Background: an optimization exercise with open tools, aiming at small area and a short achievable clock period. Do not read the settings as production practice. In this exercise RTL edits were held to simulation tests only and were not proved equivalent to the original. Power is estimated from default activity; no workload was simulated.

<file path="flow/flow/run.sh">
#!/bin/bash
# The standard layout (standard.sh), with the port buffers that
# buffer_ports inserts made plain buf_2 cells instead of its default choice
# (clkdlybuf4s50_1, a delay cell). Every port still gets its own buffer.
set -euo pipefail
bash standard.sh BUFFER_PORTS_ARGS="-buffer_cell sky130_fd_sc_hd__buf_2" finish > standard.log 2>&1
</file>
<file path="flow/standard.sh">
#!/bin/bash
# synth_recipe.tcl (not shown) runs the flow's synth.tcl, then flattens the netlist and writes it again
# the make line also repeats each setting of config.mk as NAME=value (left out here)
make -C /OpenROAD-flow-scripts/flow DESIGN_CONFIG=/design/flow/config.mk WORK_HOME=/design/flow/orfs CLKGATE_MAP_FILE= SYNTH_SCRIPT=/design/flow/synth_recipe.tcl "${@:-finish}"
</file>
<file path="flow/config.mk">
export PLATFORM = sky130hd
export DESIGN_NAME = pbl2_datapath
export DESIGN_NICKNAME = pbl2_datapath
export VERILOG_FILES = /design/flow/design.v
export SDC_FILE = /design/flow/constraint.sdc
export NUM_CORES = 4
export LEC_CHECK = 0
export CAP_MARGIN = 30
export CORE_MARGIN = 2
export CORE_UTILIZATION = 40
export CTS_CLUSTER_DIAMETER = 100
export CTS_CLUSTER_SIZE = 30
export SETUP_SLACK_MARGIN = 3
export SLEW_MARGIN = 30
export SYNTH_HIERARCHICAL = 1
export SYNTH_MINIMUM_KEEP_SIZE = 0
export TNS_END_PERCENT = 0
</file>
<file path="flow/constraint.sdc">
create_clock -name core_clock -period 6.0 [get_ports {clk}]
set_input_delay 1.2000 -clock core_clock [delete_from_list [all_inputs] [get_ports {clk}]]
set_output_delay 1.2000 -clock core_clock [all_outputs]
set_load 0.01 [all_outputs]
</file>
<file path="flow/design.v">
module pg_bit(
	input  wire a,
	input  wire b,
	input  wire use_b,
	input  wire sub,
	output wire g,
	output wire p
);
wire nb, x;
nand2_cell u_nb (.a(b), .b(use_b), .y(nb));
xnor2_cell u_x  (.a(nb), .b(sub), .y(x));
xor2_cell  u_p  (.a(a), .b(x), .y(p));
and2_cell  u_g  (.a(a), .b(x), .y(g));
endmodule
module nand2_cell(input wire a, b, output wire y);
assign y = ~(a & b);
endmodule
module xnor2_cell(input wire a, b, output wire y);
assign y = ~(a ^ b);
endmodule
module xor2_cell(input wire a, b, output wire y);
assign y = a ^ b;
endmodule
module and2_cell(input wire a, b, output wire y);
assign y = a & b;
endmodule
module ks_carries(
	input  wire        cin,
	input  wire [30:0] g,    
	input  wire [30:0] p,    
	output wire [31:0] cn    
);
wire g1_0;
cell_inv i1_0 (.a(cin), .y(g1_0));
wire g1_1;
pfx_aoi_g u1_1 (.gh(g[0]), .ph(p[0]), .gl(cin), .go(g1_1));
wire g1_2, p1_2;
pfx_aoi_gp u1_2 (.gh(g[1]), .ph(p[1]), .gl(g[0]), .pl(p[0]), .go(g1_2), .po(p1_2));
wire g1_3, p1_3;
pfx_aoi_gp u1_3 (.gh(g[2]), .ph(p[2]), .gl(g[1]), .pl(p[1]), .go(g1_3), .po(p1_3));
wire g1_4, p1_4;
pfx_aoi_gp u1_4 (.gh(g[3]), .ph(p[3]), .gl(g[2]), .pl(p[2]), .go(g1_4), .po(p1_4));
wire g1_5, p1_5;
pfx_aoi_gp u1_5 (.gh(g[4]), .ph(p[4]), .gl(g[3]), .pl(p[3]), .go(g1_5), .po(p1_5));
wire g1_6, p1_6;
pfx_aoi_gp u1_6 (.gh(g[5]), .ph(p[5]), .gl(g[4]), .pl(p[4]), .go(g1_6), .po(p1_6));
wire g1_7, p1_7;
pfx_aoi_gp u1_7 (.gh(g[6]), .ph(p[6]), .gl(g[5]), .pl(p[5]), .go(g1_7), .po(p1_7));
wire g1_8, p1_8;
pfx_aoi_gp u1_8 (.gh(g[7]), .ph(p[7]), .gl(g[6]), .pl(p[6]), .go(g1_8), .po(p1_8));
wire g1_9, p1_9;
pfx_aoi_gp u1_9 (.gh(g[8]), .ph(p[8]), .gl(g[7]), .pl(p[7]), .go(g1_9), .po(p1_9));
wire g1_10, p1_10;
pfx_aoi_gp u1_10 (.gh(g[9]), .ph(p[9]), .gl(g[8]), .pl(p[8]), .go(g1_10), .po(p1_10));
wire g1_11, p1_11;
pfx_aoi_gp u1_11 (.gh(g[10]), .ph(p[10]), .gl(g[9]), .pl(p[9]), .go(g1_11), .po(p1_11));
wire g1_12, p1_12;
pfx_aoi_gp u1_12 (.gh(g[11]), .ph(p[11]), .gl(g[10]), .pl(p[10]), .go(g1_12), .po(p1_12));
wire g1_13, p1_13;
pfx_aoi_gp u1_13 (.gh(g[12]), .ph(p[12]), .gl(g[11]), .pl(p[11]), .go(g1_13), .po(p1_13));
wire g1_14, p1_14;
pfx_aoi_gp u1_14 (.gh(g[13]), .ph(p[13]), .gl(g[12]), .pl(p[12]), .go(g1_14), .po(p1_14));
wire g1_15, p1_15;
pfx_aoi_gp u1_15 (.gh(g[14]), .ph(p[14]), .gl(g[13]), .pl(p[13]), .go(g1_15), .po(p1_15));
wire g1_16, p1_16;
pfx_aoi_gp u1_16 (.gh(g[15]), .ph(p[15]), .gl(g[14]), .pl(p[14]), .go(g1_16), .po(p1_16));
wire g1_17, p1_17;
pfx_aoi_gp u1_17 (.gh(g[16]), .ph(p[16]), .gl(g[15]), .pl(p[15]), .go(g1_17), .po(p1_17));
wire g1_18, p1_18;
pfx_aoi_gp u1_18 (.gh(g[17]), .ph(p[17]), .gl(g[16]), .pl(p[16]), .go(g1_18), .po(p1_18));
wire g1_19, p1_19;
pfx_aoi_gp u1_19 (.gh(g[18]), .ph(p[18]), .gl(g[17]), .pl(p[17]), .go(g1_19), .po(p1_19));
wire g1_20, p1_20;
pfx_aoi_gp u1_20 (.gh(g[19]), .ph(p[19]), .gl(g[18]), .pl(p[18]), .go(g1_20), .po(p1_20));
wire g1_21, p1_21;
pfx_aoi_gp u1_21 (.gh(g[20]), .ph(p[20]), .gl(g[19]), .pl(p[19]), .go(g1_21), .po(p1_21));
wire g1_22, p1_22;
pfx_aoi_gp u1_22 (.gh(g[21]), .ph(p[21]), .gl(g[20]), .pl(p[20]), .go(g1_22), .po(p1_22));
wire g1_23, p1_23;
pfx_aoi_gp u1_23 (.gh(g[22]), .ph(p[22]), .gl(g[21]), .pl(p[21]), .go(g1_23), .po(p1_23));
wire g1_24, p1_24;
pfx_aoi_gp u1_24 (.gh(g[23]), .ph(p[23]), .gl(g[22]), .pl(p[22]), .go(g1_24), .po(p1_24));
wire g1_25, p1_25;
pfx_aoi_gp u1_25 (.gh(g[24]), .ph(p[24]), .gl(g[23]), .pl(p[23]), .go(g1_25), .po(p1_25));
wire g1_26, p1_26;
pfx_aoi_gp u1_26 (.gh(g[25]), .ph(p[25]), .gl(g[24]), .pl(p[24]), .go(g1_26), .po(p1_26));
wire g1_27, p1_27;
pfx_aoi_gp u1_27 (.gh(g[26]), .ph(p[26]), .gl(g[25]), .pl(p[25]), .go(g1_27), .po(p1_27));
wire g1_28, p1_28;
pfx_aoi_gp u1_28 (.gh(g[27]), .ph(p[27]), .gl(g[26]), .pl(p[26]), .go(g1_28), .po(p1_28));
wire g1_29, p1_29;
pfx_aoi_gp u1_29 (.gh(g[28]), .ph(p[28]), .gl(g[27]), .pl(p[27]), .go(g1_29), .po(p1_29));
wire g1_30, p1_30;
pfx_aoi_gp u1_30 (.gh(g[29]), .ph(p[29]), .gl(g[28]), .pl(p[28]), .go(g1_30), .po(p1_30));
wire g1_31, p1_31;
pfx_aoi_gp u1_31 (.gh(g[30]), .ph(p[30]), .gl(g[29]), .pl(p[29]), .go(g1_31), .po(p1_31));
wire g2_0;
cell_inv i2_0 (.a(g1_0), .y(g2_0));
wire g2_1;
cell_inv i2_1 (.a(g1_1), .y(g2_1));
wire g2_2;
pfx_oai_g u2_2 (.gh(g1_2), .ph(p1_2), .gl(g1_0), .go(g2_2));
wire g2_3;
pfx_oai_g u2_3 (.gh(g1_3), .ph(p1_3), .gl(g1_1), .go(g2_3));
wire g2_4, p2_4;
pfx_oai_gp u2_4 (.gh(g1_4), .ph(p1_4), .gl(g1_2), .pl(p1_2), .go(g2_4), .po(p2_4));
wire g2_5, p2_5;
pfx_oai_gp u2_5 (.gh(g1_5), .ph(p1_5), .gl(g1_3), .pl(p1_3), .go(g2_5), .po(p2_5));
wire g2_6, p2_6;
pfx_oai_gp u2_6 (.gh(g1_6), .ph(p1_6), .gl(g1_4), .pl(p1_4), .go(g2_6), .po(p2_6));
wire g2_7, p2_7;
pfx_oai_gp u2_7 (.gh(g1_7), .ph(p1_7), .gl(g1_5), .pl(p1_5), .go(g2_7), .po(p2_7));
wire g2_8, p2_8;
pfx_oai_gp u2_8 (.gh(g1_8), .ph(p1_8), .gl(g1_6), .pl(p1_6), .go(g2_8), .po(p2_8));
wire g2_9, p2_9;
pfx_oai_gp u2_9 (.gh(g1_9), .ph(p1_9), .gl(g1_7), .pl(p1_7), .go(g2_9), .po(p2_9));
wire g2_10, p2_10;
pfx_oai_gp u2_10 (.gh(g1_10), .ph(p1_10), .gl(g1_8), .pl(p1_8), .go(g2_10), .po(p2_10));
wire g2_11, p2_11;
pfx_oai_gp u2_11 (.gh(g1_11), .ph(p1_11), .gl(g1_9), .pl(p1_9), .go(g2_11), .po(p2_11));
wire g2_12, p2_12;
pfx_oai_gp u2_12 (.gh(g1_12), .ph(p1_12), .gl(g1_10), .pl(p1_10), .go(g2_12), .po(p2_12));
wire g2_13, p2_13;
pfx_oai_gp u2_13 (.gh(g1_13), .ph(p1_13), .gl(g1_11), .pl(p1_11), .go(g2_13), .po(p2_13));
wire g2_14, p2_14;
pfx_oai_gp u2_14 (.gh(g1_14), .ph(p1_14), .gl(g1_12), .pl(p1_12), .go(g2_14), .po(p2_14));
wire g2_15, p2_15;
pfx_oai_gp u2_15 (.gh(g1_15), .ph(p1_15), .gl(g1_13), .pl(p1_13), .go(g2_15), .po(p2_15));
wire g2_16, p2_16;
pfx_oai_gp u2_16 (.gh(g1_16), .ph(p1_16), .gl(g1_14), .pl(p1_14), .go(g2_16), .po(p2_16));
wire g2_17, p2_17;
pfx_oai_gp u2_17 (.gh(g1_17), .ph(p1_17), .gl(g1_15), .pl(p1_15), .go(g2_17), .po(p2_17));
wire g2_18, p2_18;
pfx_oai_gp u2_18 (.gh(g1_18), .ph(p1_18), .gl(g1_16), .pl(p1_16), .go(g2_18), .po(p2_18));
wire g2_19, p2_19;
pfx_oai_gp u2_19 (.gh(g1_19), .ph(p1_19), .gl(g1_17), .pl(p1_17), .go(g2_19), .po(p2_19));
wire g2_20, p2_20;
pfx_oai_gp u2_20 (.gh(g1_20), .ph(p1_20), .gl(g1_18), .pl(p1_18), .go(g2_20), .po(p2_20));
wire g2_21, p2_21;
pfx_oai_gp u2_21 (.gh(g1_21), .ph(p1_21), .gl(g1_19), .pl(p1_19), .go(g2_21), .po(p2_21));
wire g2_22, p2_22;
pfx_oai_gp u2_22 (.gh(g1_22), .ph(p1_22), .gl(g1_20), .pl(p1_20), .go(g2_22), .po(p2_22));
wire g2_23, p2_23;
pfx_oai_gp u2_23 (.gh(g1_23), .ph(p1_23), .gl(g1_21), .pl(p1_21), .go(g2_23), .po(p2_23));
wire g2_24, p2_24;
pfx_oai_gp u2_24 (.gh(g1_24), .ph(p1_24), .gl(g1_22), .pl(p1_22), .go(g2_24), .po(p2_24));
wire g2_25, p2_25;
pfx_oai_gp u2_25 (.gh(g1_25), .ph(p1_25), .gl(g1_23), .pl(p1_23), .go(g2_25), .po(p2_25));
wire g2_26, p2_26;
pfx_oai_gp u2_26 (.gh(g1_26), .ph(p1_26), .gl(g1_24), .pl(p1_24), .go(g2_26), .po(p2_26));
wire g2_27, p2_27;
pfx_oai_gp u2_27 (.gh(g1_27), .ph(p1_27), .gl(g1_25), .pl(p1_25), .go(g2_27), .po(p2_27));
wire g2_28, p2_28;
pfx_oai_gp u2_28 (.gh(g1_28), .ph(p1_28), .gl(g1_26), .pl(p1_26), .go(g2_28), .po(p2_28));
wire g2_29, p2_29;
pfx_oai_gp u2_29 (.gh(g1_29), .ph(p1_29), .gl(g1_27), .pl(p1_27), .go(g2_29), .po(p2_29));
wire g2_30, p2_30;
pfx_oai_gp u2_30 (.gh(g1_30), .ph(p1_30), .gl(g1_28), .pl(p1_28), .go(g2_30), .po(p2_30));
wire g2_31, p2_31;
pfx_oai_gp u2_31 (.gh(g1_31), .ph(p1_31), .gl(g1_29), .pl(p1_29), .go(g2_31), .po(p2_31));
wire g3_0;
cell_inv i3_0 (.a(g2_0), .y(g3_0));
wire g3_1;
cell_inv i3_1 (.a(g2_1), .y(g3_1));
wire g3_2;
cell_inv i3_2 (.a(g2_2), .y(g3_2));
wire g3_3;
cell_inv i3_3 (.a(g2_3), .y(g3_3));
wire g3_4;
pfx_aoi_g u3_4 (.gh(g2_4), .ph(p2_4), .gl(g2_0), .go(g3_4));
wire g3_5;
pfx_aoi_g u3_5 (.gh(g2_5), .ph(p2_5), .gl(g2_1), .go(g3_5));
wire g3_6;
pfx_aoi_g u3_6 (.gh(g2_6), .ph(p2_6), .gl(g2_2), .go(g3_6));
wire g3_7;
pfx_aoi_g u3_7 (.gh(g2_7), .ph(p2_7), .gl(g2_3), .go(g3_7));
wire g3_8, p3_8;
pfx_aoi_gp u3_8 (.gh(g2_8), .ph(p2_8), .gl(g2_4), .pl(p2_4), .go(g3_8), .po(p3_8));
wire g3_9, p3_9;
pfx_aoi_gp u3_9 (.gh(g2_9), .ph(p2_9), .gl(g2_5), .pl(p2_5), .go(g3_9), .po(p3_9));
wire g3_10, p3_10;
pfx_aoi_gp u3_10 (.gh(g2_10), .ph(p2_10), .gl(g2_6), .pl(p2_6), .go(g3_10), .po(p3_10));
wire g3_11, p3_11;
pfx_aoi_gp u3_11 (.gh(g2_11), .ph(p2_11), .gl(g2_7), .pl(p2_7), .go(g3_11), .po(p3_11));
wire g3_12, p3_12;
pfx_aoi_gp u3_12 (.gh(g2_12), .ph(p2_12), .gl(g2_8), .pl(p2_8), .go(g3_12), .po(p3_12));
wire g3_13, p3_13;
pfx_aoi_gp u3_13 (.gh(g2_13), .ph(p2_13), .gl(g2_9), .pl(p2_9), .go(g3_13), .po(p3_13));
wire g3_14, p3_14;
pfx_aoi_gp u3_14 (.gh(g2_14), .ph(p2_14), .gl(g2_10), .pl(p2_10), .go(g3_14), .po(p3_14));
wire g3_15, p3_15;
pfx_aoi_gp u3_15 (.gh(g2_15), .ph(p2_15), .gl(g2_11), .pl(p2_11), .go(g3_15), .po(p3_15));
wire g3_16, p3_16;
pfx_aoi_gp u3_16 (.gh(g2_16), .ph(p2_16), .gl(g2_12), .pl(p2_12), .go(g3_16), .po(p3_16));
wire g3_17, p3_17;
pfx_aoi_gp u3_17 (.gh(g2_17), .ph(p2_17), .gl(g2_13), .pl(p2_13), .go(g3_17), .po(p3_17));
wire g3_18, p3_18;
pfx_aoi_gp u3_18 (.gh(g2_18), .ph(p2_18), .gl(g2_14), .pl(p2_14), .go(g3_18), .po(p3_18));
wire g3_19, p3_19;
pfx_aoi_gp u3_19 (.gh(g2_19), .ph(p2_19), .gl(g2_15), .pl(p2_15), .go(g3_19), .po(p3_19));
wire g3_20, p3_20;
pfx_aoi_gp u3_20 (.gh(g2_20), .ph(p2_20), .gl(g2_16), .pl(p2_16), .go(g3_20), .po(p3_20));
wire g3_21, p3_21;
pfx_aoi_gp u3_21 (.gh(g2_21), .ph(p2_21), .gl(g2_17), .pl(p2_17), .go(g3_21), .po(p3_21));
wire g3_22, p3_22;
pfx_aoi_gp u3_22 (.gh(g2_22), .ph(p2_22), .gl(g2_18), .pl(p2_18), .go(g3_22), .po(p3_22));
wire g3_23, p3_23;
pfx_aoi_gp u3_23 (.gh(g2_23), .ph(p2_23), .gl(g2_19), .pl(p2_19), .go(g3_23), .po(p3_23));
wire g3_24, p3_24;
pfx_aoi_gp u3_24 (.gh(g2_24), .ph(p2_24), .gl(g2_20), .pl(p2_20), .go(g3_24), .po(p3_24));
wire g3_25, p3_25;
pfx_aoi_gp u3_25 (.gh(g2_25), .ph(p2_25), .gl(g2_21), .pl(p2_21), .go(g3_25), .po(p3_25));
wire g3_26, p3_26;
pfx_aoi_gp u3_26 (.gh(g2_26), .ph(p2_26), .gl(g2_22), .pl(p2_22), .go(g3_26), .po(p3_26));
wire g3_27, p3_27;
pfx_aoi_gp u3_27 (.gh(g2_27), .ph(p2_27), .gl(g2_23), .pl(p2_23), .go(g3_27), .po(p3_27));
wire g3_28, p3_28;
pfx_aoi_gp u3_28 (.gh(g2_28), .ph(p2_28), .gl(g2_24), .pl(p2_24), .go(g3_28), .po(p3_28));
wire g3_29, p3_29;
pfx_aoi_gp u3_29 (.gh(g2_29), .ph(p2_29), .gl(g2_25), .pl(p2_25), .go(g3_29), .po(p3_29));
wire g3_30, p3_30;
pfx_aoi_gp u3_30 (.gh(g2_30), .ph(p2_30), .gl(g2_26), .pl(p2_26), .go(g3_30), .po(p3_30));
wire g3_31, p3_31;
pfx_aoi_gp u3_31 (.gh(g2_31), .ph(p2_31), .gl(g2_27), .pl(p2_27), .go(g3_31), .po(p3_31));
wire g4_0;
cell_inv i4_0 (.a(g3_0), .y(g4_0));
wire g4_1;
cell_inv i4_1 (.a(g3_1), .y(g4_1));
wire g4_2;
cell_inv i4_2 (.a(g3_2), .y(g4_2));
wire g4_3;
cell_inv i4_3 (.a(g3_3), .y(g4_3));
wire g4_4;
cell_inv i4_4 (.a(g3_4), .y(g4_4));
wire g4_5;
cell_inv i4_5 (.a(g3_5), .y(g4_5));
wire g4_6;
cell_inv i4_6 (.a(g3_6), .y(g4_6));
wire g4_7;
cell_inv i4_7 (.a(g3_7), .y(g4_7));
wire g4_8;
pfx_oai_g u4_8 (.gh(g3_8), .ph(p3_8), .gl(g3_0), .go(g4_8));
wire g4_9;
pfx_oai_g u4_9 (.gh(g3_9), .ph(p3_9), .gl(g3_1), .go(g4_9));
wire g4_10;
pfx_oai_g u4_10 (.gh(g3_10), .ph(p3_10), .gl(g3_2), .go(g4_10));
wire g4_11;
pfx_oai_g u4_11 (.gh(g3_11), .ph(p3_11), .gl(g3_3), .go(g4_11));
wire g4_12;
pfx_oai_g u4_12 (.gh(g3_12), .ph(p3_12), .gl(g3_4), .go(g4_12));
wire g4_13;
pfx_oai_g u4_13 (.gh(g3_13), .ph(p3_13), .gl(g3_5), .go(g4_13));
wire g4_14;
pfx_oai_g u4_14 (.gh(g3_14), .ph(p3_14), .gl(g3_6), .go(g4_14));
wire g4_15;
pfx_oai_g u4_15 (.gh(g3_15), .ph(p3_15), .gl(g3_7), .go(g4_15));
wire g4_16, p4_16;
pfx_oai_gp u4_16 (.gh(g3_16), .ph(p3_16), .gl(g3_8), .pl(p3_8), .go(g4_16), .po(p4_16));
wire g4_17, p4_17;
pfx_oai_gp u4_17 (.gh(g3_17), .ph(p3_17), .gl(g3_9), .pl(p3_9), .go(g4_17), .po(p4_17));
wire g4_18, p4_18;
pfx_oai_gp u4_18 (.gh(g3_18), .ph(p3_18), .gl(g3_10), .pl(p3_10), .go(g4_18), .po(p4_18));
wire g4_19, p4_19;
pfx_oai_gp u4_19 (.gh(g3_19), .ph(p3_19), .gl(g3_11), .pl(p3_11), .go(g4_19), .po(p4_19));
wire g4_20, p4_20;
pfx_oai_gp u4_20 (.gh(g3_20), .ph(p3_20), .gl(g3_12), .pl(p3_12), .go(g4_20), .po(p4_20));
wire g4_21, p4_21;
pfx_oai_gp u4_21 (.gh(g3_21), .ph(p3_21), .gl(g3_13), .pl(p3_13), .go(g4_21), .po(p4_21));
wire g4_22, p4_22;
pfx_oai_gp u4_22 (.gh(g3_22), .ph(p3_22), .gl(g3_14), .pl(p3_14), .go(g4_22), .po(p4_22));
wire g4_23, p4_23;
pfx_oai_gp u4_23 (.gh(g3_23), .ph(p3_23), .gl(g3_15), .pl(p3_15), .go(g4_23), .po(p4_23));
wire g4_24, p4_24;
pfx_oai_gp u4_24 (.gh(g3_24), .ph(p3_24), .gl(g3_16), .pl(p3_16), .go(g4_24), .po(p4_24));
wire g4_25, p4_25;
pfx_oai_gp u4_25 (.gh(g3_25), .ph(p3_25), .gl(g3_17), .pl(p3_17), .go(g4_25), .po(p4_25));
wire g4_26, p4_26;
pfx_oai_gp u4_26 (.gh(g3_26), .ph(p3_26), .gl(g3_18), .pl(p3_18), .go(g4_26), .po(p4_26));
wire g4_27, p4_27;
pfx_oai_gp u4_27 (.gh(g3_27), .ph(p3_27), .gl(g3_19), .pl(p3_19), .go(g4_27), .po(p4_27));
wire g4_28, p4_28;
pfx_oai_gp u4_28 (.gh(g3_28), .ph(p3_28), .gl(g3_20), .pl(p3_20), .go(g4_28), .po(p4_28));
wire g4_29, p4_29;
pfx_oai_gp u4_29 (.gh(g3_29), .ph(p3_29), .gl(g3_21), .pl(p3_21), .go(g4_29), .po(p4_29));
wire g4_30, p4_30;
pfx_oai_gp u4_30 (.gh(g3_30), .ph(p3_30), .gl(g3_22), .pl(p3_22), .go(g4_30), .po(p4_30));
wire g4_31, p4_31;
pfx_oai_gp u4_31 (.gh(g3_31), .ph(p3_31), .gl(g3_23), .pl(p3_23), .go(g4_31), .po(p4_31));
cell_inv i5_0 (.a(g4_0), .y(cn[0]));
cell_inv i5_1 (.a(g4_1), .y(cn[1]));
cell_inv i5_2 (.a(g4_2), .y(cn[2]));
cell_inv i5_3 (.a(g4_3), .y(cn[3]));
cell_inv i5_4 (.a(g4_4), .y(cn[4]));
cell_inv i5_5 (.a(g4_5), .y(cn[5]));
cell_inv i5_6 (.a(g4_6), .y(cn[6]));
cell_inv i5_7 (.a(g4_7), .y(cn[7]));
cell_inv i5_8 (.a(g4_8), .y(cn[8]));
cell_inv i5_9 (.a(g4_9), .y(cn[9]));
cell_inv i5_10 (.a(g4_10), .y(cn[10]));
cell_inv i5_11 (.a(g4_11), .y(cn[11]));
cell_inv i5_12 (.a(g4_12), .y(cn[12]));
cell_inv i5_13 (.a(g4_13), .y(cn[13]));
cell_inv i5_14 (.a(g4_14), .y(cn[14]));
cell_inv i5_15 (.a(g4_15), .y(cn[15]));
pfx_aoi_g u5_16 (.gh(g4_16), .ph(p4_16), .gl(g4_0), .go(cn[16]));
pfx_aoi_g u5_17 (.gh(g4_17), .ph(p4_17), .gl(g4_1), .go(cn[17]));
pfx_aoi_g u5_18 (.gh(g4_18), .ph(p4_18), .gl(g4_2), .go(cn[18]));
pfx_aoi_g u5_19 (.gh(g4_19), .ph(p4_19), .gl(g4_3), .go(cn[19]));
pfx_aoi_g u5_20 (.gh(g4_20), .ph(p4_20), .gl(g4_4), .go(cn[20]));
pfx_aoi_g u5_21 (.gh(g4_21), .ph(p4_21), .gl(g4_5), .go(cn[21]));
pfx_aoi_g u5_22 (.gh(g4_22), .ph(p4_22), .gl(g4_6), .go(cn[22]));
pfx_aoi_g u5_23 (.gh(g4_23), .ph(p4_23), .gl(g4_7), .go(cn[23]));
pfx_aoi_g u5_24 (.gh(g4_24), .ph(p4_24), .gl(g4_8), .go(cn[24]));
pfx_aoi_g u5_25 (.gh(g4_25), .ph(p4_25), .gl(g4_9), .go(cn[25]));
pfx_aoi_g u5_26 (.gh(g4_26), .ph(p4_26), .gl(g4_10), .go(cn[26]));
pfx_aoi_g u5_27 (.gh(g4_27), .ph(p4_27), .gl(g4_11), .go(cn[27]));
pfx_aoi_g u5_28 (.gh(g4_28), .ph(p4_28), .gl(g4_12), .go(cn[28]));
pfx_aoi_g u5_29 (.gh(g4_29), .ph(p4_29), .gl(g4_13), .go(cn[29]));
pfx_aoi_g u5_30 (.gh(g4_30), .ph(p4_30), .gl(g4_14), .go(cn[30]));
pfx_aoi_g u5_31 (.gh(g4_31), .ph(p4_31), .gl(g4_15), .go(cn[31]));
endmodule
module cell_inv(input wire a, output wire y);
assign y = ~a;
endmodule
module pfx_aoi_gp(input wire gh, ph, gl, pl, output wire go, po);
assign go = ~(gh | (ph & gl));
assign po = ~(ph & pl);
endmodule
module pfx_aoi_g(input wire gh, ph, gl, output wire go);
assign go = ~(gh | (ph & gl));
endmodule
module pfx_oai_gp(input wire gh, ph, gl, pl, output wire go, po);
assign go = ~(gh & (ph | gl));
assign po = ~(ph | pl);
endmodule
module pfx_oai_g(input wire gh, ph, gl, output wire go);
assign go = ~(gh & (ph | gl));
endmodule
module mux_cell(input wire s, d1, d0, output wire y);
assign y = s ? d1 : d0;
endmodule
module sub_ctl(input wire [3:0] op, output wire y);
assign y = ~op[3] & (op[1] ? op[0] : op[2]);
endmodule
module useb_ctl(input wire [3:0] op, output wire y);
assign y = ~((~op[2] & op[1] & ~op[0]) | (op[2] & ~op[1] & op[0]));
endmodule
module cin_ctl(input wire [3:0] op, output wire y);
assign y = ~op[3] & (op[0] ? ~(op[1] | op[2]) : (op[1] ^ op[2]));
endmodule
module zx_cell(input wire p, g, q, output wire e);
assign e = ~(p ^ (g | q));
endmodule
module nand4_cell(input wire a, b, c, d, output wire y);
assign y = ~(a & b & c & d);
endmodule
module nor2_cell(input wire a, b, output wire y);
assign y = ~(a | b);
endmodule
module zfin_cell(input wire zn, en, o, output wire y);
assign y = (en & ~zn) | o;
endmodule
module pbl2_datapath(
	input wire        clk,
	input wire        rst,
	input wire [3:0]  rf_read_a,
	input wire [3:0]  rf_read_b,
	input wire [3:0]  rf_write_addr,
	input wire        rf_read_en,
	input wire        rf_write_en,
	input wire        wb_from_mem,
	input wire [31:0] mem_data,
	input wire [4:0]  opula,
	input wire        alu_src_imm,
	input wire [15:0] imm,
	input wire        alu_en,
	output reg [31:0] alu_result,
	output reg        flag_zero,
	output reg        flag_carry,
	output reg        flag_sign,
	output reg        flag_overflow,
	output reg        alu_ready,
	output reg [31:0] rf_out_a,
	output reg [31:0] rf_out_b
);
genvar i;
integer k;
wire [31:0]  wdata = wb_from_mem ? mem_data : alu_result;
wire [31:0]  wd    = rst ? 32'd0 : wdata;
wire [511:0] regs;
generate
	for (i = 0; i < 16; i = i + 1) begin : g_reg
		reg [31:0] q;
		wire en = rst | (rf_write_en & (rf_write_addr == i));
		always @(posedge clk)
			if (en) q <= (i == 1) ? {wd[31:1], wd[0] | rst} : wd;
		assign regs[32*i +: 32] = q;
	end
endgenerate
reg [31:0] ma, mb;
always @(*) begin
	ma = 32'd0;
	mb = 32'd0;
	for (k = 0; k < 16; k = k + 1) begin
		ma = ma | ({32{~rst & (rf_read_a == k)}} & regs[32*k +: 32]);
		mb = mb | ({32{~rst & (rf_read_b == k)}} & regs[32*k +: 32]);
	end
end
always @(posedge clk)
	if (rst | rf_read_en) begin
		rf_out_a <= ma;
		rf_out_b <= mb;
	end
reg       arith;     
reg       ovf_inc;   
reg       ovf_dec;   
reg       shl, shr;
reg       logic_op;
reg [3:0] lut;       
reg       nop;       
always @(*) begin
	arith = 1'b0;
	ovf_inc = 1'b0; ovf_dec = 1'b0; shl = 1'b0; shr = 1'b0;
	logic_op = 1'b0; lut = 4'b0000; nop = 1'b0;
	case (opula)
		5'd0, 5'd8, 5'd12, 5'd22: arith = 1'b1;                            
		5'd1, 5'd3, 5'd4: arith = 1'b1;                                   
		5'd2:  begin arith = 1'b1; ovf_inc = 1'b1; end                     
		5'd5:  begin arith = 1'b1; ovf_dec = 1'b1; end                     
		5'd6:  shl = 1'b1;
		5'd7:  shr = 1'b1;
		5'd9:  begin logic_op = 1'b1; lut = 4'b1000; end  
		5'd10: begin logic_op = 1'b1; lut = 4'b0010; end  
		5'd11: begin logic_op = 1'b1; lut = 4'b0100; end  
		5'd13, 5'd15: begin logic_op = 1'b1; lut = 4'b1110; end  
		5'd14: begin logic_op = 1'b1; lut = 4'b0110; end  
		5'd16: begin logic_op = 1'b1; lut = 4'b0111; end  
		5'd17: begin logic_op = 1'b1; lut = 4'b1001; end  
		5'd18: begin logic_op = 1'b1; lut = 4'b0011; end  
		5'd19: begin logic_op = 1'b1; lut = 4'b1011; end  
		5'd20: begin logic_op = 1'b1; lut = 4'b1101; end  
		5'd21: begin logic_op = 1'b1; lut = 4'b0001; end  
		default: nop = 1'b1;
	endcase
end
wire sub, use_b, cin;
sub_ctl  u_sub  (.op(opula[3:0]), .y(sub));
useb_ctl u_useb (.op(opula[3:0]), .y(use_b));
cin_ctl  u_cin  (.op(opula[3:0]), .y(cin));
wire [31:0] a = rf_out_a;
wire [31:0] b = alu_src_imm ? {{16{imm[15]}}, imm} : rf_out_b;
wire [31:0] g, p;
generate
	for (i = 0; i < 32; i = i + 1) begin : g_pg
		pg_bit u_pg (.a(a[i]), .b(b[i]), .use_b(use_b), .sub(sub), .g(g[i]), .p(p[i]));
	end
endgenerate
wire [31:0] cn;    
ks_carries u_ks (.cin(cin), .g(g[30:0]), .p(p[30:0]), .cn(cn));
wire [31:0] ze;
zx_cell u_zx0 (.p(p[0]), .g(cin), .q(1'b0), .e(ze[0]));
generate
	for (i = 1; i < 32; i = i + 1) begin : g_zx
		zx_cell u_zx (.p(p[i]), .g(g[i-1]), .q(p[i-1]), .e(ze[i]));
	end
endgenerate
wire [7:0] zn4;
wire [3:0] z8;
wire       sum_zero_n;
generate
	for (i = 0; i < 8; i = i + 1) begin : g_z4
		nand4_cell u_z4 (.a(ze[4*i]), .b(ze[4*i+1]), .c(ze[4*i+2]), .d(ze[4*i+3]), .y(zn4[i]));
	end
	for (i = 0; i < 4; i = i + 1) begin : g_z8
		nor2_cell u_z8 (.a(zn4[2*i]), .b(zn4[2*i+1]), .y(z8[i]));
	end
endgenerate
nand4_cell u_z32 (.a(z8[0]), .b(z8[1]), .c(z8[2]), .d(z8[3]), .y(sum_zero_n));
function [31:0] rev(input [31:0] v);
	integer n;
	for (n = 0; n < 32; n = n + 1) rev[n] = v[31-n];
endfunction
wire        big = |b[31:5];    
wire [31:0] sh_in  = opula[0] ? a : rev(a);
wire [31:0] sh_out = sh_in >> b[4:0];
reg  [31:0] keep;
always @(*)
	for (k = 0; k < 32; k = k + 1)
		keep[k] = (k >= b[4:0]);
wire zsh = ~|(sh_in & keep);
wire [31:0] lg = ({32{lut[3]}} &  a &  b) | ({32{lut[2]}} &  a & ~b) |
                 ({32{lut[1]}} & ~a &  b) | ({32{lut[0]}} & ~a & ~b);
wire        go      = alu_en & ~rst;
wire        hold_r  = ~rst & ~(alu_en & ~nop);     
wire        hold_f  = ~rst & ~alu_en;              
wire        hold_cs = ~rst & ~(alu_en & arith);    
wire        sh_ok   = ~big & go;
wire [31:0] r_other = ({32{shr & sh_ok}} & sh_out) |
                      ({32{shl & sh_ok}} & rev(sh_out)) |
                      ({32{logic_op & go}} & lg) |
                      ({32{hold_r}} & alu_result);
wire        sel_sum = arith & go;
wire [31:0] r_new;
generate
	for (i = 0; i < 32; i = i + 1) begin : g_res
		mux_cell u_r (.s(cn[i]), .d1(( sel_sum & p[i]) | r_other[i]),
		              .d0((sel_sum & ~p[i]) | r_other[i]), .y(r_new[i]));
	end
endgenerate
wire z_other = (go & (nop ? ~|alu_result :
                      logic_op ? ~|lg :
                      (shl | shr) ? (big | zsh) : 1'b0)) |
               (hold_f & flag_zero);
wire z_new;
zfin_cell u_zfin (.zn(sum_zero_n), .en(arith & go), .o(z_other), .y(z_new));
function ovf_of(input ar, input sb, input inc, input dec, input a31, input b31, input r31);
	ovf_of = ar & (
		(~sb & ~a31 & ~b31 &  r31) | (~sb & a31 &  b31 & ~r31) |
		( sb & ~a31 &  b31 &  r31) | ( sb & a31 & ~b31 & ~r31) |
		(inc & ~a31 & r31) | (dec & a31 & ~r31));
endfunction
wire ovf_keep   = hold_f & flag_overflow;
wire carry_keep = hold_cs & flag_carry;
wire sign_keep  = hold_cs & flag_sign;
wire upd_cs     = arith & go;
wire ovf, carry, sign;
mux_cell u_ovf (.s(cn[31]),
	.d1((go & ovf_of(arith, sub, ovf_inc, ovf_dec, a[31], b[31],  p[31])) | ovf_keep),
	.d0((go & ovf_of(arith, sub, ovf_inc, ovf_dec, a[31], b[31], ~p[31])) | ovf_keep), .y(ovf));
mux_cell u_carry (.s(cn[31]), .d1((upd_cs & (g[31] ^ sub)) | carry_keep),
	.d0((upd_cs & ((g[31] | p[31]) ^ sub)) | carry_keep), .y(carry));
mux_cell u_sign (.s(cn[31]), .d1((upd_cs & p[31]) | sign_keep),
	.d0((upd_cs & ~p[31]) | sign_keep), .y(sign));
always @(posedge clk) begin
	alu_result    <= r_new;
	flag_zero     <= z_new;
	flag_overflow <= ovf;
	flag_carry    <= carry;
	flag_sign     <= sign;
	alu_ready     <= ~rst & alu_en;
end
endmodule
</file>
==> run notes, run 1 <==
The run finished with no timing, DRC or antenna violations. In the post-synthesis netlist, the biggest area contributors are edfxtp_1 (52%), a221oi_1 (4.9%), a22o_1 (4.6%). The die is 292.4 um tall. Setup repair after global routing could not meet its margin everywhere.

The final HPWL from detailed placement is about 100000 um. Once routing completed, OpenROAD measured the worst setup slack at between 2000 and 3000 ps. The via count normalized by instance count came out at roughly 7.1. The synthesized netlist cell count is about 2800. The finished cells cover 0.03999 mm2. The critical path in this run is classified as reg2reg. The switching fraction of total power came out at 35.80%. Entering global routing, the biggest net connects 37 pins. The synthesized netlist contains between 80 and 90 unique library cells. Global routing used a little under two fifths of the available tracks across all layers. The initial antenna violation count is 13. The most area-hungry cell type in the Yosys netlist is edfxtp_1. After synthesis the netlist holds a flip-flop and latch count of 613. The number of DRC violations after detailed routing is 0. Relative to the synthesized area, the layout overhead comes to 20.18%. The number of max-cap violations is 0. The termination of the worst setup path is alu_result[4]. For this run, the leading register cell type out of synthesis is edfxtp_1. The number of H-tree levels is 1. The depth of the most critical reg-to-reg path came out at 10.

In the final timing run, aggregate negative setup slack is 0 ps. The analysis attributes to cell leakage a power of ~14 nW. For this run, the detailed router's first-pass iteration total came to 8. The post-synth design cell area came out at between 0.03 and 0.04 mm2. The count of input and output buffers is 172. The share of the clock period used by the worst path is a little under three fifths.

Summing all flip-flop and latch instances after layout gives 0.01804 mm2. The endpoint identified for the worst register-to-register timing path is alu_result[4]. The number of enable-type register cells in the synthesized netlist is 576.

The area enclosed by the die boundary came out at 0.08552 mm2. The data required time at the worst endpoint came out at 6540 ps. The kind of end point of the critical path is a register. The number of sinks handled by clock tree synthesis came out at approximately 610.

Of the cells placed in the final design, the portion with a size suffix greater than 1 is 31.89%. The via total after detailed routing is 29643. The area of the core region came out at 0.08224 mm2. The clock latency at the later pin of the worst-skew pair is approximately 700 ps. The total congestion overflow came out at 0. The count of antenna-violating nets left after detailed routing is 0. The TritonCTS buffer count came out at 28. The deepest clock path buffer count is 3. The startpoint identified for the worst hold timing path is g_reg[2].q[7]. The power density normalized to cell area is ~280 mW/mm2. The number of fillers in the final layout came out at 7242. The internal reg-to-reg setup slack came out at ~2700 ps. In the synthesized netlist the async set-or-reset flop fraction comes to 0%.

The largest fanout on the critical path is 7. The per-cell routed wire length is around 39 um. The clock transition at the register clock pins on the worst setup and hold paths after CTS is ~110 ps. The count of yosys warnings during synthesis is 7. The area fraction of the dominant cell type after synthesis came out at between 50% and 60%. The final non-filler cell total came out at between 4000 and 5000. The total length of routed wires came out at about 160000 um.

The peak supply drop is approximately 0.26 mV. The clock tree root driver cell is clkbuf_16. The initial core utilization came out at between 40% and 50%.

The congestion estimate from routability-driven global placement came to about 1.1. The total power came out at 11.30 mW. After detailed placement, the design holds a cell count of approximately 4000.

The critical path starts at rf_out_a[5]. In this run the critical register-to-register path is launched from rf_out_a[5]. The switching power total is about 4 mW. The placed cell area is between 0.03 and 0.04 mm2.

The internal power contribution came out at 7.257 mW. The highest attainable clock frequency is 299.5 MHz. In the final layout, the multi-input gates occupy 0.01616 mm2. The via count of the first global-routing pass was between 20000 and 30000. The number of nets in the synthesized netlist is around 2900. On the final layout, the worst clock skew is 80.50 ps. The count of nets after finishing is between 3000 and 4000. The tightest slew margin relative to the limit came out at 24.77%. The global-route wire length before repair is around 220000 um. The number of max-slew violations in the final report is 0. The min-delay analysis places its worst path in the category reg2reg. The average size of a mapped cell is about 12 um2. The number of endpoints failing setup at the final stage is 0. The I/O pin total is roughly 170. The portion of total power attributed to combinational logic is just under 30%.

The startpoint class of the critical path is a register. The minimum clock period after layout came out at around 3300 ps. The slew at the pin closest to its max-slew limit came out at ~1100 ps. The worst setup slack before clock tree synthesis came out at 800.0 ps. Hold is met by between 600 and 700 ps. STA puts the critical path data arrival time at just under 4000 ps. The detailed router finished its first iteration with between 5000 and 6000 violations. Of the total power, the clock network draws between 20% and 30%. The CTS tree is yes. The overall die width is roughly 290 um.

The part of the total power dissipated in sequential elements is roughly half. The sequential element share of the synthesized area came out at between 50% and 60%. The standard-cell row count is about 110. The final-report hold violation count was 0. The final standard cell utilization of the core is 48.63%.
## layer usage
layer	part of all wire, %	vias to the layer above	global-route usage, %
met5	0.011	-	0
met4	8.3	2	24.23
met3	12	707	9.682
met2	44	2592	56.91
met1	35	14589	45.33
li1	-	11753	-
## Yosys stat by module (local to each module, per instance), a selection
module / area [um2] / cells inside / flops+latches
zfin_cell: 11.26 / 2 / 0
xor2_cell: 8.758 / 1 / 0
pfx_oai_gp: 12.51 / 2 / 0
nand4_cell: 6.256 / 1 / 0
sub_ctl: 13.76 / 2 / 0
nor2_cell: 3.754 / 1 / 0
nand2_cell: 3.754 / 1 / 0
cell_inv: 3.754 / 1 / 0
pfx_oai_g: 5.005 / 1 / 0
xnor2_cell: 8.758 / 1 / 0
pfx_aoi_g: 8.758 / 1 / 0
useb_ctl: 18.77 / 3 / 0
zx_cell: 12.51 / 2 / 0
pfx_aoi_gp: 12.51 / 2 / 0
cin_ctl: 33.78 / 5 / 0
and2_cell: 6.256 / 1 / 0
## what timing repair did
| action | in CTS | in global routing |
|---|---|---|
| hold buffers | 0 | 0 |
| gates cloned | 8 | 0 |
| pin swaps | 75 | 43 |
| gates resized for setup | 233 | 112 |
| buffers inserted | 105 | 29 |
| endpoints found under the setup margin | 159 | 97 |
## flip-flops by register name, indices dropped and copies added, names as in the netlist, 32 cells and up
name,flops
rf_out_a,32
g.q,512
alu_result,32
rf_out_b,32
## how the worst min path moves through the flow
stage	end	slack (ps)	cells past startpoint
floorplan	rf_out_a[16]	520	1
global placement	rf_out_b[26]	580	2
detailed placement	rf_out_b[25]	580	2
CTS	rf_out_a[7]	610	2
global route	rf_out_a[7]	660	2
finish	rf_out_a[7]	610	2
## placed cells by master (no fill, tap or decap), drive strengths merged, types with 8 or more instances in the layout
master	Yosys	routed
and2	36	36
a22o	176	176
and3	22	22
mux2i	124	124
clkinv	2	9
nor2	200	201
xnor2	35	35
nand2	246	246
a21oi	146	147
o221ai	14	14
a32oi	15	15
nor4	20	20
a222oi	13	13
mux4	25	25
o22ai	8	8
o21ai	126	126
nand3	35	35
nand2b	10	10
a221oi	185	185
dfxtp	37	37
xor2	65	65
a31oi	8	8
mux2	80	80
a21o	22	22
a22oi	125	125
edfxtp	576	576
nand4b	8	8
clkbuf	131	31
o211ai	17	17
nand4	92	92
nor3	15	15
inv	54	56
a211oi	13	13
buf	50	431
## synthesized netlist by cell type, drive strengths merged (10+ instances only)
| library cell | n |
|---|---|
| dfxtp | 37 |
| a32oi | 15 |
| nand4 | 92 |
| mux4 | 25 |
| edfxtp | 576 |
| a22oi | 125 |
| a211oi | 13 |
| a22o | 176 |
| a21oi | 146 |
| and3 | 22 |
| a221oi | 185 |
| mux2 | 80 |
| xnor2 | 35 |
| nor3 | 15 |
| and2 | 36 |
| xor2 | 65 |
| nand2b | 10 |
| inv | 54 |
| a21o | 22 |
| buf | 50 |
| o21ai | 126 |
| a222oi | 13 |
| nand3 | 35 |
| o221ai | 14 |
| o211ai | 17 |
| nor2 | 200 |
| mux2i | 124 |
| clkbuf | 131 |
| nor4 | 20 |
| nand2 | 246 |
## critical path, stage by stage (launching register included)
cell      delay [ps]
edfxtp_1         780
mux2i_1          500
mux2i_2          160
mux2_4           310
mux2_2           290
a22oi_2          200
buf_6            160
a21oi_4           90
a21oi_4          320
o21ai_1          110
mux2_4           270
## power groups by stage
stage                     logic (mW)  registers [mW]  clock network (mW)
after floorplan                 1.58            5.46                   0
after global placement          2.66            5.63                   0
after detailed placement        2.65            5.64                   0
after CTS                       3.07            5.55                2.39
after global routing            3.45            5.59                2.54
final                           3.34            5.58                2.38
## cell families after synthesis
| group | after synthesis | share of synthesized area [%] |
|---|---|---|
| buf+inv | 237 | 3.049 |
| simple gates | 715 | 10.17 |
| fa+ha+maj | 3 | 0.1015 |
| mux | 229 | 8.704 |
| other cells | 1 | 0.01127 |
| flops | 613 | 54.20 |
| compound gates | 896 | 21.13 |
| xor+xnor | 100 | 2.632 |
## final cells by class
type,count,share of cell area (%)
clock inverter,9,0.4786
timing repair inverter,1,0.02190
inverter,56,0.5850
antenna,5,0.03128
clock buffer,30,1.771
tap,1070,3.347
sequential,613,45.10
timing repair buffer,434,8.253
multi-input combinational,1946,40.41
==> run 2: changes to the inputs <==
--- a/flow/config.mk
+++ b/flow/config.mk
@@ -9,6 +9,6 @@
 export CORE_MARGIN = 2
 export CORE_UTILIZATION = 40
-export CTS_CLUSTER_DIAMETER = 100
-export CTS_CLUSTER_SIZE = 30
+export CTS_CLUSTER_DIAMETER = 90
+export CTS_CLUSTER_SIZE = 26
 export SETUP_SLACK_MARGIN = 3
 export SLEW_MARGIN = 30
==> run 2 against run 1 <==
Against the previous run:
- worst setup slack lost 110 ps
- combinational power shrank 4%
- clock power grew 11%
- flip-flop and latch count is the same
- clock-buffer cell count grew 5
- critical path type is now in2reg
- wire length shrank 0.40%
- die area is the same
- sequential share of layout area grew 0.53 points
- core utilization shrank 0.57 points
==> run notes, run 2 <==
After detailed routing, the average wire length per cell comes to a little under 40 um. After synthesis, the cell types taking the most area are edfxtp_1 (52%), a221oi_1 (4.9%), a22o_1 (4.6%). The peak supply drop is between 0.2 and 0.25 mV. The share of the clock period used by the worst path came out at between 50% and 60%. The library cell used most frequently in the layout, excluding fill and tap cells, is edfxtp_1. Measured against its own limit, the worst slew margin works out to around a quarter. The number of sinks handled by clock tree synthesis came out at 613.

The total congestion overflow is 0. The signed area change from the synthesized netlist to the final layout came out at 18.78%. The count of yosys warnings during synthesis is 7. The post-cts hold buffer count is 0.

Counting flops per register, the top entry is g.q. The count of antenna-violating nets left after detailed routing came out at 0. The worst setup slack before clock tree synthesis is 800.0 ps. The global-route wire length before repair came out at 220000 um. The via count normalized by instance count came out at about 7.1. The worst setup path is captured at a register. In the final routing, the length of wire on met1 measures ~57000 um. The cell sitting at the root of the clock tree is a clkbuf_16. The final HPWL from detailed placement is slightly above 100000 um. Timing would allow up to between 200 and 300 MHz.

The final standard cell utilization of the core came out at about half. After synthesis the netlist holds a flip-flop and latch count of 613. The initial antenna violation count is 12. The number of max-cap violations is 0. Ranked by instance count, the synthesized netlist is headed by edfxtp_1 (576), nand2_1 (246), nor2_1 (198).

The number of DRC violations after detailed-routing iteration 0 is 5011. The number of H-tree levels is 2. The floorplan step set the die height to approximately 290 um. The min-delay analysis places its worst path in the category reg2reg. From left edge to right edge, the die measures about 290 um. For the worst-skew pair, the clock arrives at the later sink with an insertion delay of slightly above 600 ps.

In the routed design, unresolved DRC markers number 0. The initial core utilization is approximately two fifths. The dominant delay contributor by cell family on the critical path is buffers and inverters. The wire length on met3 is just under 20000 um.

Setup repair after global routing could not meet its margin everywhere. The synthesized net count is 2867. The slew at the pin closest to its max-slew limit came out at approximately 1100 ps.

The area enclosed by the die boundary came out at approximately 0.086 mm2. The final-report hold violation count came out at 0. The via count of the first global-routing pass came out at roughly 28000. The count of placed standard cells including taps came out at 3977. The cell count after synthesis came out at between 2000 and 3000. In the layout the commonest cells are edfxtp_1 (576), nand2_1 (229), buf_4 (203), a221oi_1 (185), a22o_1 (176).

The largest incremental delay on the critical path came out at between 400 and 500 ps. The largest individual stage delay along the critical path comes from the cell buf_6. Global routing consumed, over all layers together, ~37% of the routing resources.

After the last flow step, the layout net total stands at between 3000 and 4000. The post-synth design cell area is between 0.03 and 0.04 mm2. The worst setup path is launched from an input port. The first TritonRoute pass finished after 6 iterations. The final non-filler cell total is between 4000 and 5000.

The power density normalized to cell area is between 200 and 300 mW/mm2. The largest fanout on the critical path came out at 32. The area fraction of the dominant cell type after synthesis is between 50% and 60%. The average size of a mapped cell is roughly 12 um2.

The clock transition at the register clock pins on the worst setup and hold paths after CTS came out at approximately 100 ps. The minimum clock period after layout is between 3000 and 4000 ps. TritonCTS built the clock tree. The standard-cell row count is 105. The worst setup path is of the in2reg kind. The setup slack of the critical path after layout is 2547 ps. The most used standard cell by instance count after synthesis is edfxtp_1. The area of the core region came out at 0.08224 mm2. Summed over all layers, the routed wires come to approximately 160000 um. The I/O pin total came out at 173. The TritonCTS buffer count is 34. The number of max-slew violations in the final report is 0. The analysis attributes to cell leakage a power of approximately 14 nW. The highest layer touched by signal routing is met5. STA puts the critical path data arrival time at approximately 3700 ps. Of all cell types, the one taking the most synthesized area is edfxtp_1. The maximum number of pins on one net before global-route repair is 37. Counting flops with an async set or reset pin after synthesis yields a share of 0%. The number of different library cells in the post-synthesis netlist is between 80 and 90. The deepest clock path buffer count is 3. Among the stages of the critical path, the cell type that occurs most often is buf_4. The signal on the critical path passes through buf_2, buf_4, buf_6, nor4_2, buf_4, a22o_1, a221oi_1, nand4b_1. Summed over all failing endpoints, the final setup total negative slack is 0 ps.

The data required time at the worst endpoint came out at about 6200 ps. The most used flip-flop cell after synthesis is edfxtp_1. The clock arrives with between 30 and 40 ps of skew.

In this run, synthesis inferred about 580 flip-flops with an integrated enable. The flip-flop count of the largest register, all copies and words added is 512. The count of buffer and inverter cells on the critical path is 4. The run finished with no timing, DRC or antenna violations. The met2 layer wire length in the routed design came out at between 70000 and 80000 um. The number of fillers in the final layout is between 7000 and 8000. The last weighted congestion value of the routability-driven placer came out at 1.085. The count of input and output buffers is between 150 and 200. The routed layout has 29389 vias. Setup violations remaining at the end of the flow were counted as 0. Cells with a size suffix above 1 make up 30.42% of the layout. After synthesis, flip-flops and latches occupy 54.20% of the total area.
-- run 2: changes by cell type in the layout (fill, tap and decap cells not counted), sizes merged --
cell and change:
buf -29, clkinv -2, bufbuf -1, inv +4, clkbuf +6
-- run 2: final timing paths --
check / to / start / cells past startpoint / slack (ps)
hold reg to reg: rf_out_a[7] / g_reg[2].q[7] / 2 / 610
setup / recovery: rf_out_a[5] / rst / 8 / 2550
setup reg to reg: alu_result[9] / rf_out_a[5] / 9 / 2720
hold / removal: rf_out_a[7] / g_reg[2].q[7] / 2 / 610
-- run 2: worst min-delay path, cell delays in order (launching register included) --
cell	delay (ps)
edfxtp_1	370
a22oi_1	70
nand4_1	70
-- run 2: cell type report --
| class | count | area, um2 | area share [%] |
|---|---|---|---|
| Multi-Input combinational cell | 1946 | 15880 | 40.18 |
| Timing Repair Buffer | 405 | 2957 | 7.480 |
| Tap cell | 1070 | 1339 | 3.387 |
| Antenna cell | 5 | 12.51 | 0.03165 |
| Sequential cell | 613 | 18040 | 45.63 |
| Clock inverter | 11 | 206.4 | 0.5223 |
| Inverter | 56 | 231.5 | 0.5856 |
| Clock buffer | 35 | 854.6 | 2.162 |
| Timing Repair inverter | 1 | 6.256 | 0.01583 |
-- run 2: where the power goes --
group	leakage, nW	switching, mW	internal (mW)	total, mW
Combinational	7.58	2.08	1.14	3.22
Sequential	6.27	0.443	5.13	5.58
Clock	0.512	1.54	1.11	2.64
Total	14.4	4.06	7.37	11.4
-- run 2: metal layers --
layer	global-route usage (%)	vias to the layer above
li1	-	11703
met1	45.50	14411
met2	57.49	2614
met3	9.242	653
met4	23.38	8
met5	0	-
-- run 2: cell families (layout without fill, tap and decap cells) --
group | after synthesis | after routing | synth area share [%]
buffers and inverters | 237 | 508 | 3.049
flip-flops | 613 | 613 | 54.20
AND/OR/NAND/NOR | 715 | 716 | 10.17
other | 1 | 6 | 0.01127
AO/OA/AOI/OAI | 896 | 897 | 21.13
multiplexers | 229 | 229 | 8.704
adder cells (fa/ha/maj) | 3 | 3 | 0.1015
XOR/XNOR | 100 | 100 | 2.632
-- run 2: stage by stage --
stage          cell area (um2)  power, mW  hold WS [ps]
2_1_floorplan            33430      7.035         520.1
3_3_place_gp             36070      8.287         579.4
3_5_place_dp             36140      8.292         582.7
4_1_cts                  38920      11.18         599.8
5_1_grt                  39510      11.72         659.0
6_report                 39530      11.43         612.6
-- run 2: modules after synthesis, one instance, submodules excluded, a selection --
module | flops+latches | area (um2) | cells inside
pfx_aoi_g | 0 | 8.758 | 1
pfx_oai_gp | 0 | 12.51 | 2
zfin_cell | 0 | 11.26 | 2
sub_ctl | 0 | 13.76 | 2
xor2_cell | 0 | 8.758 | 1
pbl2_datapath | 613 | 29750 | 2284
mux_cell | 0 | 15.01 | 1
zx_cell | 0 | 12.51 | 2
pfx_aoi_gp | 0 | 12.51 | 2
and2_cell | 0 | 6.256 | 1
useb_ctl | 0 | 18.77 | 3
nand4_cell | 0 | 6.256 | 1
cin_ctl | 0 | 33.78 | 5
cell_inv | 0 | 3.754 | 1
xnor2_cell | 0 | 8.758 | 1
nand2_cell | 0 | 3.754 | 1
-- run 2: timing repair --
item / CTS / global route
cloned: 6 / 0
pin swaps: 50 / 40
gates resized for setup: 181 / 96
setup buffers: 93 / 13
endpoints found under the setup margin: 201 / 119
==> run 3: changes to the inputs <==
--- a/flow/design.v
+++ b/flow/design.v
@@ -398,18 +398,18 @@
 	end
 endgenerate
+wire rd_hold = ~rst & ~rf_read_en;
 reg [31:0] ma, mb;
 always @(*) begin
-	ma = 32'd0;
-	mb = 32'd0;
+	ma = {32{rd_hold}} & rf_out_a;
+	mb = {32{rd_hold}} & rf_out_b;
 	for (k = 0; k < 16; k = k + 1) begin
-		ma = ma | ({32{~rst & (rf_read_a == k)}} & regs[32*k +: 32]);
-		mb = mb | ({32{~rst & (rf_read_b == k)}} & regs[32*k +: 32]);
+		ma = ma | ({32{~rst & rf_read_en & (rf_read_a == k)}} & regs[32*k +: 32]);
+		mb = mb | ({32{~rst & rf_read_en & (rf_read_b == k)}} & regs[32*k +: 32]);
 	end
 end
-always @(posedge clk)
-	if (rst | rf_read_en) begin
-		rf_out_a <= ma;
-		rf_out_b <= mb;
-	end
+always @(posedge clk) begin
+	rf_out_a <= ma;
+	rf_out_b <= mb;
+end
 reg       arith;     
 reg       ovf_inc;   
--- a/flow/config.mk
+++ b/flow/config.mk
@@ -9,6 +9,6 @@
 export CORE_MARGIN = 2
 export CORE_UTILIZATION = 40
-export CTS_CLUSTER_DIAMETER = 90
-export CTS_CLUSTER_SIZE = 26
+export CTS_CLUSTER_DIAMETER = 100
+export CTS_CLUSTER_SIZE = 30
 export SETUP_SLACK_MARGIN = 3
 export SLEW_MARGIN = 30
==> run 3 against run 2 <==
Against the previous run:
- fmax decreased by 0.45%
- die area decreased by 0.20%
- synthesized cell count increased by 4.9%
- sequential power decreased by 3.8%
- worst setup slack got worse by 16 ps
- critical path type unchanged
- clock-buffer cell count increased by 6
- first-iteration DRC count increased by 17%
- via count increased by 5.6%
- still clean on timing, DRC and antenna
- total power decreased by 6.5%
- critical path depth increased by 1
- cell area increased by 3.0%
==> run notes, run 3 <==
The most area-hungry cell type in the Yosys netlist is edfxtp_1. The flow ran to the end and the layout has no timing, DRC or antenna violations. The per-cell routed wire length came out at roughly 39 um.

In this run, synthesis produced a sequential element count of 613. Counting instances in the post-synthesis netlist gives the leading cell types as edfxtp_1 (512), nand2_1 (284), a22oi_1 (275). The area fraction of the dominant cell type after synthesis is between 40% and 50%. The total length of routed wires is ~170000 um.

The post-synth design cell area is roughly 0.033 mm2. The via total after detailed routing is just over 30000. The standby leakage power is about 15 nW.

The total congestion overflow is 0. The chip height is 292.1 um. Total power for the finished layout comes to 10.69 mW.

The worst clock skew on the final layout is ~90 ps. The number of max-slew violations in the final report is 0. The most used standard cell by instance count after synthesis is edfxtp_1. The total non-filler cell area in the finished layout came out at slightly above 0.04 mm2. The library cell used most frequently in the layout, excluding fill and tap cells, is edfxtp_1.

The via count normalized by instance count came out at slightly above 7. The largest fanout on the critical path came out at 19. The share of the clock period used by the worst path is approximately 58%. The maximum number of pins on one net before global-route repair is 44. By area the synthesized netlist is led by edfxtp_1 (46%), a22oi_1 (6.2%), dfxtp_1 (6.1%). The first global-routing pass estimated between 200000 and 250000 um of wire.

The highest attainable clock frequency is about 290 MHz. The worst flop-to-flop path startpoint is rf_out_a[20]. Once the floorplan was initialized, standard cells occupied between 40% and 50% of the core. The number of nets handed over by synthesis was about 3000. The minimum clock period after layout is approximately 3500 ps. The initial antenna violation count came out at 9. The critical path is of the in2reg type. The number of DRC violations after detailed routing is 0. Clock tree synthesis inserted a total of 30 buffers. The synthesized netlist cell count is around 2900. The slew at the pin closest to its max-slew limit is around 1200 ps. The floorplan step defined a die boundary enclosing 0.08534 mm2. The overall die width is 292.1 um. The total global routing track utilization came out at 37.99%. The root buffer cell chosen for the clock tree is clkbuf_16. The count of nets after finishing came out at around 3300.

The final non-filler cell total is 4338. Headroom to the max-slew limit came out at 20.84%. The most critical setup path has its startpoint at rst. In this run, distinct cell masters in the synthesized netlist total 82. Power spread over the standard cell area amounts to around 260 mW/mm2. The sequential element share of the synthesized area is 52.38%. The number of sinks handled by clock tree synthesis came out at 613.

The peak supply drop came out at around 0.33 mV. The CTS tree is yes. The post-route netlist has roughly a third of its cells at a drive strength greater than 1. The number of DRC violations after detailed-routing iteration 0 came out at around 6000. In this run the critical register-to-register path is captured at alu_result[0]. The clock latency at the later pin of the worst-skew pair is around 700 ps.

The area of the core region is 0.08211 mm2. Setup repair after global routing could not meet its margin everywhere. The final-report hold violation count is 0.

The wire-length estimate of the detail-placed layout is between 100000 and 150000 um. The largest register by flop count is g.q. The signed area change from the synthesized netlist to the final layout is 22.54%. Input and output buffers added on the ports amount to 172. The data required time at the worst endpoint is between 6000 and 7000 ps. The standard-cell row count is roughly 110. The I/O pin total came out at approximately 170. The final standard cell utilization of the core is between 40% and 50%. For this design, the CTS-stage hold fixing added 0 buffers. The most critical setup path has its endpoint at rf_out_a[10]. The tool flagged a number of max-cap violations equal to 0. The total negative slack is 0 ps. The depth of the most critical reg-to-reg path came out at 9. The clock passes through at most 3 buffers.

The top cell types in the final layout, fill and taps aside, are edfxtp_1 (512), a22oi_1 (273), buf_4 (248), nand2_1 (244), buf_2 (168). The number of H-tree levels came out at 1. Summing all placed instances gives a cell area of between 0.03 and 0.04 mm2. The clock transition at the register clock pins on the worst setup and hold paths after CTS came out at between 100 and 150 ps.

The detailed-router iteration count before antenna repair is 10. The count of yosys warnings during synthesis came out at 7. The flip-flop count of the largest register, all copies and words added came out at 512.

The last weighted congestion value of the routability-driven placer is 1.042. The number of endpoints failing setup at the final stage came out at 0. The average size of a mapped cell is between 10 and 15 um2. The count of antenna-violating nets left after detailed routing came out at 0. The most used flip-flop cell after synthesis is edfxtp_1.

The count of placed standard cells including taps came out at 4107. The setup check on the worst reg-to-reg path leaves a slack of about 2600 ps. The worst setup path is launched from an input port.

The tightest min-delay check is of the reg2reg type. The signal arrival time at the worst endpoint is around 4000 ps. In the synthesized netlist the async set-or-reset flop fraction comes to 0%. The via count of the first global-routing pass is around 30000.

The worst setup path is captured at a register. The number of enable-type register cells in the synthesized netlist is about 510.
## run 3: cell count changes after synthesis, sizes merged, moves of 38 or more
cell and delta:
nand2 +38, a221oi -91, a22oi +151, edfxtp -64, a222oi +43, a22o -119
dfxtp +64, nand3 +38
## run 3: final cells by class
type	instances	area [um2]
inverter	64	274.0
timing repair buffer	467	3651
sequential	613	17400
timing repair inverter	2	20.02
clock inverter	11	274.0
tap	1070	1339
fill	7184	41420
multi-input combinational	2068	16940
antenna	2	5.005
clock buffer	41	792.0
## run 3: layer usage
metal | wire length (um) | global-route usage, %
met1 | 57120 | 46.46
met2 | 72210 | 57.86
met3 | 23700 | 11.81
met4 | 14510 | 25.21
met5 | 42 | 0
## run 3: cells by family after synthesis
family | after synthesis | share of synthesized area, %
simple gates | 816 | 11.16
flops | 613 | 52.38
xor+xnor | 100 | 2.637
compound gates | 901 | 21.17
fa+ha+maj | 2 | 0.06781
buf+inv | 256 | 3.195
other cells | 1 | 0.01129
mux | 241 | 9.378
## run 3: repair_timing
item / in CTS / in global routing
setup endpoints to repair: 653 / 470
setup buffers: 123 / 34
gates resized for setup: 249 / 98
cloned: 16 / 1
pin swaps: 92 / 50
## run 3: how the worst min path moves through the flow
stage                               start           end  slack, ps  cells past startpoint
after detailed placement  g_reg[13].q[16]  rf_out_b[16]        480                      2
after CTS                  g_reg[6].q[22]  rf_out_a[22]        480                      2
after floorplan            g_reg[7].q[19]  rf_out_a[19]        450                      2
after global placement     g_reg[6].q[31]  rf_out_b[31]        480                      2
final                      g_reg[6].q[22]  rf_out_a[22]        500                      2
after global routing       g_reg[6].q[22]  rf_out_a[22]        520                      2
## run 3: through the flow
| stage | hold WS [ps] | setup WS, ps |
|---|---|---|
| after global routing | 515.7 | 2553 |
| after global placement | 482.0 | 832.7 |
| final | 499.5 | 2532 |
| after detailed placement | 480.3 | 840.4 |
| after CTS | 477.5 | 2723 |
| after floorplan | 446.8 | 2098 |
## run 3: power breakdown
| group | internal, mW | leakage, nW | switching (mW) |
|---|---|---|---|
| Sequential | 5.00 | 6.10 | 0.378 |
| Clock | 1.02 | 0.492 | 1.57 |
| Combinational | 0.992 | 8.33 | 1.73 |
## run 3: Yosys stat by module (local to each module, per instance), a selection
module | cells inside | flops+latches | copies in the design | area (um2)
xor2_cell | 1 | 0 | 32 | 8.758
cell_inv | 1 | 0 | 31 | 3.754
cin_ctl | 5 | 0 | 1 | 33.78
zx_cell | 2 | 0 | 32 | 12.51
mux_cell | 1 | 0 | 35 | 15.01
sub_ctl | 2 | 0 | 1 | 13.76
useb_ctl | 3 | 0 | 1 | 18.77
xnor2_cell | 1 | 0 | 32 | 8.758
zfin_cell | 2 | 0 | 1 | 11.26
pfx_aoi_g | 1 | 0 | 21 | 8.758
nand2_cell | 1 | 0 | 32 | 3.754
and2_cell | 1 | 0 | 32 | 6.256
nand4_cell | 1 | 0 | 9 | 6.256
pfx_aoi_gp | 2 | 0 | 54 | 12.51
pfx_oai_g | 1 | 0 | 10 | 5.005
## run 3: worst max-delay path: stages
cell and delay, ps:
buf_2 240, nand2b_1 260, nor2_1 100, nand2_1 400
nor2_4 1040, buf_4 420, a222oi_1 130, and3_1 200
nand4_1 100

[separate check: timing with driven ports]
The flow's constraints put no driver on any port. The routed layouts listed below were extracted and timed again, unchanged, in two steps. Step 1: set_driving_cell puts a clkbuf_16 on clk and a buf_2 on each other input, an assumption about the parent block. Step 2 times the ports against the registers' clock, not the clock port: input delays grow and output delays shrink by t, the midpoint of the rising clock arrivals with the driver on. Slacks: ideal ports / drivers / drivers and shift; pairs: ideal ports / drivers.
run	t, ns	setup WS [ns]	worst setup path after step 2	clock arrival spread, ns	worst data-port slew with drivers (ns)
run 1	0.733	2.661 / 2.518 / 1.785	input to register	0.084 / 0.084	0.23
run 2	0.674	2.547 / 2.436 / 1.761	input to register	0.038 / 0.039	0.23
run 3	0.742	2.532 / 2.565 / 1.823	input to register	0.089 / 0.089	0.11
After both steps every run listed still meets setup and hold. For run 1, which loses most, drivers alone change the setup slack by -0.143 ns; drivers and shift together by -0.876 ns.
